Source: an optimization exercise on an open RTL-to-GDS flow (aim: small area and a short achievable clock period). Production flows keep margins and buffers that such runs may drop. Where RTL was checked, it was by simulation tests only, not by an equivalence proof against the original.

==> inputs of job 7238 <==
==> flow/design.v <==
module hybrid_pwm_sd_2ndorder #(parameter signalwidth=16)
(
	input clk,
	input reset_n,
	input [signalwidth-1:0] d,
	output q
);
reg [4:0]  pc;        
reg        q_r;       
reg [22:0] w;         
reg [17:0] acc1;      
reg        m;         
reg [15:0] dreg;      
reg [6:0]  th;        
reg [17:0] s2;        
reg [10:0] ep;        
reg        f30, f31, f0, f1, f2, f3, f4, f5;    
wire [16:0] lo_sum = {1'b0, acc1[15:0]} + {1'b0, d};
wire c16 = lo_sum[16];
wire q31 = th[6] ? m : th[5];
wire [17:0] b_oth = ({18{f30}} & {{9{q31}}, 9'b0})
                  | ({18{f1}} & {2'b0, dreg})
                  | ({18{f2 | f3}} & ({7'b0, ep} ^ {18{f2}}))
                  | ({18{f4 | f5}} & ({2'b0, acc1[17:2]} ^ {18{f5}}));
wire [17:0] b_op = f31 ? ~{2'b0, w[22:7]} : b_oth;
wire [17:0] a_op = (f1 | f5) ? acc1 : s2;
wire cin = f30 | f2 | (f31 & (q_r | ~&w[6:0])) | (f5 & ~|acc1[1:0]);
wire [17:0] sum = a_op + b_op + {17'b0, cin};
wire [4:0] pc_next = pc + 5'd1;
wire q_gen   = th[6] ? m : ({1'b0, pc_next} < th[5:0]);
wire q_last  = sum[17] ? m : (sum[16:11] != 6'd0);
wire q_oth   = f31 ? q_last : f0 ? (th[5:1] != 5'd0) : q_gen;
wire sel_m   = f0 & th[6];
wire q_c1    = sel_m ? (acc1[17] ^ acc1[16]) : q_oth;
wire q_c0    = sel_m ? acc1[17] : q_oth;
wire q_next  = c16 ? q_c1 : q_c0;
wire m_new   = c16 ? (acc1[17] ^ acc1[16]) : acc1[17];
wire [22:0] w_next = w + {7'h7f, ~w[22:7]} + (q_r ? 23'h00fe00 : 23'h0)
                       + {22'b0, q_r ? (w[6:0] == 7'd0) : 1'b1};
always @(posedge clk)
	dreg <= d;
always @(posedge clk, negedge reset_n)
begin
	if (!reset_n) begin
		pc   <= 5'd30;
		q_r  <= 1'b0;
		w    <= 23'h7f0000;
		acc1 <= 18'h2fffd;
		m    <= 1'b1;
		th   <= 7'd0;
		s2   <= 18'h17fff;
		ep   <= 11'd0;
		{f30, f31, f0, f1, f2, f3, f4, f5} <= 8'b10000000;
	end else begin
		pc  <= pc_next;
		q_r <= q_next;
		w   <= w_next;
		{f30, f31, f0, f1, f2, f3, f4, f5} <= {pc == 5'd29, f30, f31, f0, f1, f2, f3, f4};
		if (f0)
			m <= m_new;
		if (f1 | f5)
			acc1 <= sum;
		if (f30 | f31 | f2 | f3 | f4)
			s2 <= sum;
		if (f31)
			th <= sum[17:11];
		if (f2)
			ep <= s2[10:0];
	end
end
assign q = q_r;
endmodule
==> flow/flow/run.sh <==
#!/bin/bash
# Standard ORFS layout (standard.sh), with timing repair asked to leave
# extra setup margin so that the layout runs well faster than the clock.
set -euo pipefail
bash standard.sh SETUP_SLACK_MARGIN=8.0 finish > flow_make.log 2>&1
==> flow/standard.sh <==
#!/bin/bash
# synth_recipe.tcl (not shown) runs the flow's synth.tcl, then flattens the netlist and writes it again
# the make line also repeats each setting of config.mk as NAME=value (left out here)
make -C /OpenROAD-flow-scripts/flow DESIGN_CONFIG=/design/flow/config.mk WORK_HOME=/design/flow/orfs CLKGATE_MAP_FILE= SYNTH_SCRIPT=/design/flow/synth_recipe.tcl "${@:-finish}"
==> flow/config.mk <==
export PLATFORM = sky130hd
export DESIGN_NAME = hybrid_pwm_sd_2ndorder
export DESIGN_NICKNAME = hybrid_pwm_sd_2ndorder
export VERILOG_FILES = /design/flow/design.v
export SDC_FILE = /design/flow/constraint.sdc
export NUM_CORES = 4
export LEC_CHECK = 0
export CAP_MARGIN = 20
export CORE_MARGIN = 2
export CORE_UTILIZATION = 40
export SLEW_MARGIN = 20
==> flow/constraint.sdc <==
create_clock -name core_clock -period 11.0 [get_ports {clk}]
set_input_delay 2.2000 -clock core_clock [delete_from_list [all_inputs] [get_ports {clk}]]
set_output_delay 2.2000 -clock core_clock [all_outputs]
set_load 0.01 [all_outputs]
==> job 1900: changes against job 7238 <==
--- a/flow/design.v
+++ b/flow/design.v
@@ -15,8 +15,8 @@
 reg [17:0] s2;        
 reg [10:0] ep;        
 reg        f30, f31, f0, f1, f2, f3, f4, f5;    
-wire [16:0] lo_sum = {1'b0, acc1[15:0]} + {1'b0, d};
-wire c16 = lo_sum[16];
+wire c16;
+carry16 u_c16 (.a(acc1[15:0]), .b(d), .c(c16));
 wire q31 = th[6] ? m : th[5];
 wire [17:0] b_oth = ({18{f30}} & {{9{q31}}, 9'b0})
                   | ({18{f1}} & {2'b0, dreg})
@@ -33,8 +33,9 @@
 wire sel_m   = f0 & th[6];
 wire q_c1    = sel_m ? (acc1[17] ^ acc1[16]) : q_oth;
 wire q_c0    = sel_m ? acc1[17] : q_oth;
-wire q_next  = c16 ? q_c1 : q_c0;
-wire m_new   = c16 ? (acc1[17] ^ acc1[16]) : acc1[17];
+wire q_next, m_new;
+mux2x u_qsel (.s(c16), .a1(q_c1), .a0(q_c0), .y(q_next));
+mux2x u_msel (.s(c16), .a1(acc1[17] ^ acc1[16]), .a0(acc1[17]), .y(m_new));
 wire [22:0] w_next = w + {7'h7f, ~w[22:7]} + (q_r ? 23'h00fe00 : 23'h0)
                        + {22'b0, q_r ? (w[6:0] == 7'd0) : 1'b1};
 always @(posedge clk)
@@ -70,3 +71,29 @@
 end
 assign q = q_r;
 endmodule
+module carry16 (input [15:0] a, input [15:0] b, output c);
+wire [15:0] g0 = a & b;
+wire [15:0] p0 = a | b;
+wire [7:0] g1, p1;
+wire [3:0] g2, p2;
+wire [1:0] g3, p3;
+genvar i;
+generate
+	for (i = 0; i < 8; i = i + 1) begin : l1
+		assign g1[i] = g0[2*i+1] | (p0[2*i+1] & g0[2*i]);
+		assign p1[i] = p0[2*i+1] & p0[2*i];
+	end
+	for (i = 0; i < 4; i = i + 1) begin : l2
+		assign g2[i] = g1[2*i+1] | (p1[2*i+1] & g1[2*i]);
+		assign p2[i] = p1[2*i+1] & p1[2*i];
+	end
+	for (i = 0; i < 2; i = i + 1) begin : l3
+		assign g3[i] = g2[2*i+1] | (p2[2*i+1] & g2[2*i]);
+		assign p3[i] = p2[2*i+1] & p2[2*i];
+	end
+endgenerate
+assign c = g3[1] | (p3[1] & g3[0]);
+endmodule
+module mux2x (input s, input a1, input a0, output y);
+assign y = s ? a1 : a0;
+endmodule
==> flow/flow/run.sh (replaced) <==
#!/bin/bash
# Standard ORFS layout (standard.sh), with timing repair asked to leave
# extra setup margin so that the layout runs well faster than the clock.
set -euo pipefail
bash standard.sh SETUP_SLACK_MARGIN=7.5 finish > flow_make.log 2>&1
--- a/flow/config.mk
+++ b/flow/config.mk
@@ -9,3 +9,4 @@
 export CORE_MARGIN = 2
 export CORE_UTILIZATION = 40
 export SLEW_MARGIN = 20
+export SYNTH_HIERARCHICAL = 1
==> job 6187: changes against job 7238 <==
==> flow/design.v (replaced) <==
module hybrid_pwm_sd_2ndorder #(parameter signalwidth=16)
(
	input clk,
	input reset_n,
	input [signalwidth-1:0] d,
	output q
);
reg q_reg;
wire [signalwidth-1:0] infiltered;
reg infilterena;
iirfilter # (.signalwidth(signalwidth),.cbits(2)) inputfilter
(
	.clk(clk),
	.reset_n(reset_n),
	.ena(infilterena),
	.d(d),
	.q(infiltered)
);
wire [signalwidth-1:0] outfiltered;
reg outfilterena;
iirfilter # (.signalwidth(signalwidth),.cbits(7),.immediate(1)) outputfilter
(
	.clk(clk),
	.reset_n(reset_n),
	.ena(1'b1),
	.d(q_comb ? {signalwidth{1'b1}} : {signalwidth{1'b0}}),
	.q(outfiltered)
);
reg [signalwidth-1:0] inprev;
reg [signalwidth+1:0] sigma;
reg [signalwidth+1:0] sigma2;
wire [signalwidth+1:0] sigmanext;
assign sigmanext = sigma + {2'b0,infiltered} - {2'b0,outfiltered};
reg [6:0] pwmcounter;
wire [6:0] pwmthreshold;
assign pwmthreshold = sigma2[signalwidth+1:signalwidth-5];
wire q_comb;
assign q_comb = pwmthreshold[6] ? infiltered[signalwidth-1] : (pwmcounter<pwmthreshold ? 1'b1 : 1'b0);
assign q=q_comb;
always @(posedge clk,negedge reset_n)
begin
	if(!reset_n) begin
		sigma<={signalwidth+2{1'b0}};
		sigma2<={signalwidth+2{1'b0}};
		pwmcounter<=7'b111110;
		infilterena<=1'b0;
	end else begin
		infilterena<=1'b0;
		if(pwmcounter==pwmthreshold)
			q_reg<=1'b0;
		if(pwmcounter==7'b11111)  
		begin
			inprev<=infiltered;
			infilterena<=1'b1;
			sigma<=sigmanext;
			sigma2<=sigmanext+{7'b0010000,sigma2[signalwidth-6:0]};
			if(sigma2[signalwidth+1]==1'b1)
				q_reg<=1'b0;
			else
				q_reg<=1'b1;
		end
		pwmcounter[6:5]<=2'b0;
		pwmcounter[4:0]<=pwmcounter[4:0]+5'b1;
	end
end
endmodule
module iirfilter # 
(
	parameter signalwidth = 16,
	parameter cbits = 5,	 
	parameter immediate = 0
)
(
	input clk,
	input reset_n,
	input ena,
	input [signalwidth-1:0] d,
	output [signalwidth-1:0] q
);
reg [signalwidth+cbits-1:0] acc;
wire [signalwidth+cbits-1:0] acc_new;
wire [signalwidth+cbits:0] delta = {d,{cbits{1'b0}}} - acc;
assign acc_new = acc + {{cbits{delta[signalwidth+cbits]}},delta[signalwidth+cbits-1:cbits]};
always @(posedge clk, negedge reset_n)
begin
	if(!reset_n)
	begin
		acc[signalwidth+cbits-1:0]<={{signalwidth{1'b1}},{cbits{1'b0}}};  
	end
	else if(ena)
		acc <= acc_new;  
end
assign q=immediate ? acc_new[signalwidth+cbits-1:cbits] : acc[signalwidth+cbits-1:cbits];
endmodule
==> flow/run.sh (new file) <==
#!/bin/bash
# synth_recipe.tcl (not shown) runs the flow's synth.tcl, then flattens the netlist and writes it again
# the make line also repeats each setting of config.mk as NAME=value (left out here)
make -C /OpenROAD-flow-scripts/flow DESIGN_CONFIG=/design/flow/config.mk WORK_HOME=/design/flow/orfs CLKGATE_MAP_FILE= SYNTH_SCRIPT=/design/flow/synth_recipe.tcl finish
removed: flow/flow/run.sh
removed: flow/standard.sh
==> comparison table <==
metric                                                                job 6187       job 7238     job 1900
Vias in the first global route                                            6095           5912         5899
Post-synthesis to final-layout area growth                              10.23%         32.77%       24.54%
Count of state elements after synthesis                                     84            108          108
Initial Utilization                                                     40.53%         40.74%       41.11%
Most frequently used cell type in the post-synthesis netlist              ha_1           ha_1      a21oi_1
Result of the run                             no timing/DRC/antenna violations  no timing/DRC/antenna violations  no timing/DRC/antenna violations
Count of buffer and inverter cells on the critical path                      1              1            2
Latest clock arrival within the worst-skew pair                        0.35 ns        0.36 ns      0.36 ns
FILL cells                                                                1930           1443         1484
Sequential share of cell area                                           24.87%         28.83%       31.47%
Fraction of area in clock buffers and inverters                         3.418%         3.167%       3.599%
Final clock period utilization by the worst path                        84.43%         32.95%       34.18%
TritonCTS sink count                                                        84            108          108
Critical-path cell with the highest stage delay                         a22o_1       a211oi_2         fa_2
Number of flip-flops and latches                                            84            108          108
Clock skew after layout                                            0.008534 ns     0.01349 ns  0.006574 ns
Most area-hungry cell type in the Yosys netlist                           ha_1        dfstp_2      dfstp_2
Required @ worst endpoint                                             11.21 ns       11.28 ns     11.24 ns
Global-route met1 utilization                                           25.00%         29.05%       27.35%
Critical Path Start Type                                              register  primary input     register
Share of synthesized area occupied by flip-flops and latches            27.41%         38.15%       39.01%
Fraction of synthesized cell area taken by the top area cell type       17.08%         16.84%       17.22%
Total number of vias                                                      6108           5801         5695
Data arrival time of the worst path                                    9.50 ns        3.91 ns      4.00 ns
Net count reported at finish                                              1060            890          847
Cell count along the critical path                                          36             10           16
The RTL of job 1900 was laid out without a check of its function.

## re-timing with driven ports
The results above use ideal ports. As a check the final layouts listed here were re-extracted and re-timed, cells and wires unchanged. Step 1 (the two cells are an assumption about what drives the block):
set clk [get_ports {clk}]
set_driving_cell -lib_cell sky130_fd_sc_hd__clkbuf_16 $clk
set_driving_cell -lib_cell sky130_fd_sc_hd__buf_2 [delete_from_list [all_inputs] $clk]
Step 2 also shifts input and output timing later by t, the mid clock arrival at the registers, as if the neighbouring blocks saw the same clock. Three values: ideal ports, drivers, drivers and shift; two values: the first two.
| run | t, ns | setup WS [ns] | worst hold slack (ns) | worst setup path after step 2 | worst slew at a driven data input, ns |
|---|---|---|---|---|---|
| job 7238 | 0.400 | 7.375 / 7.383 / 6.983 | 0.476 / 0.476 / 0.476 | input to register | 0.05 |
| job 1900 | 0.394 | 7.240 / 7.240 / 6.972 | 0.483 / 0.483 / 0.483 | input to register | 0.06 |
| job 6187 | 0.388 | 1.713 / 1.713 / 1.713 | 0.474 / 0.474 / 0.474 | register to register | 0.06 |
After both steps every run listed still meets setup and hold. The setup slack of job 7238, which loses most, moves by +0.008 ns with the drivers and by -0.392 ns with both steps.
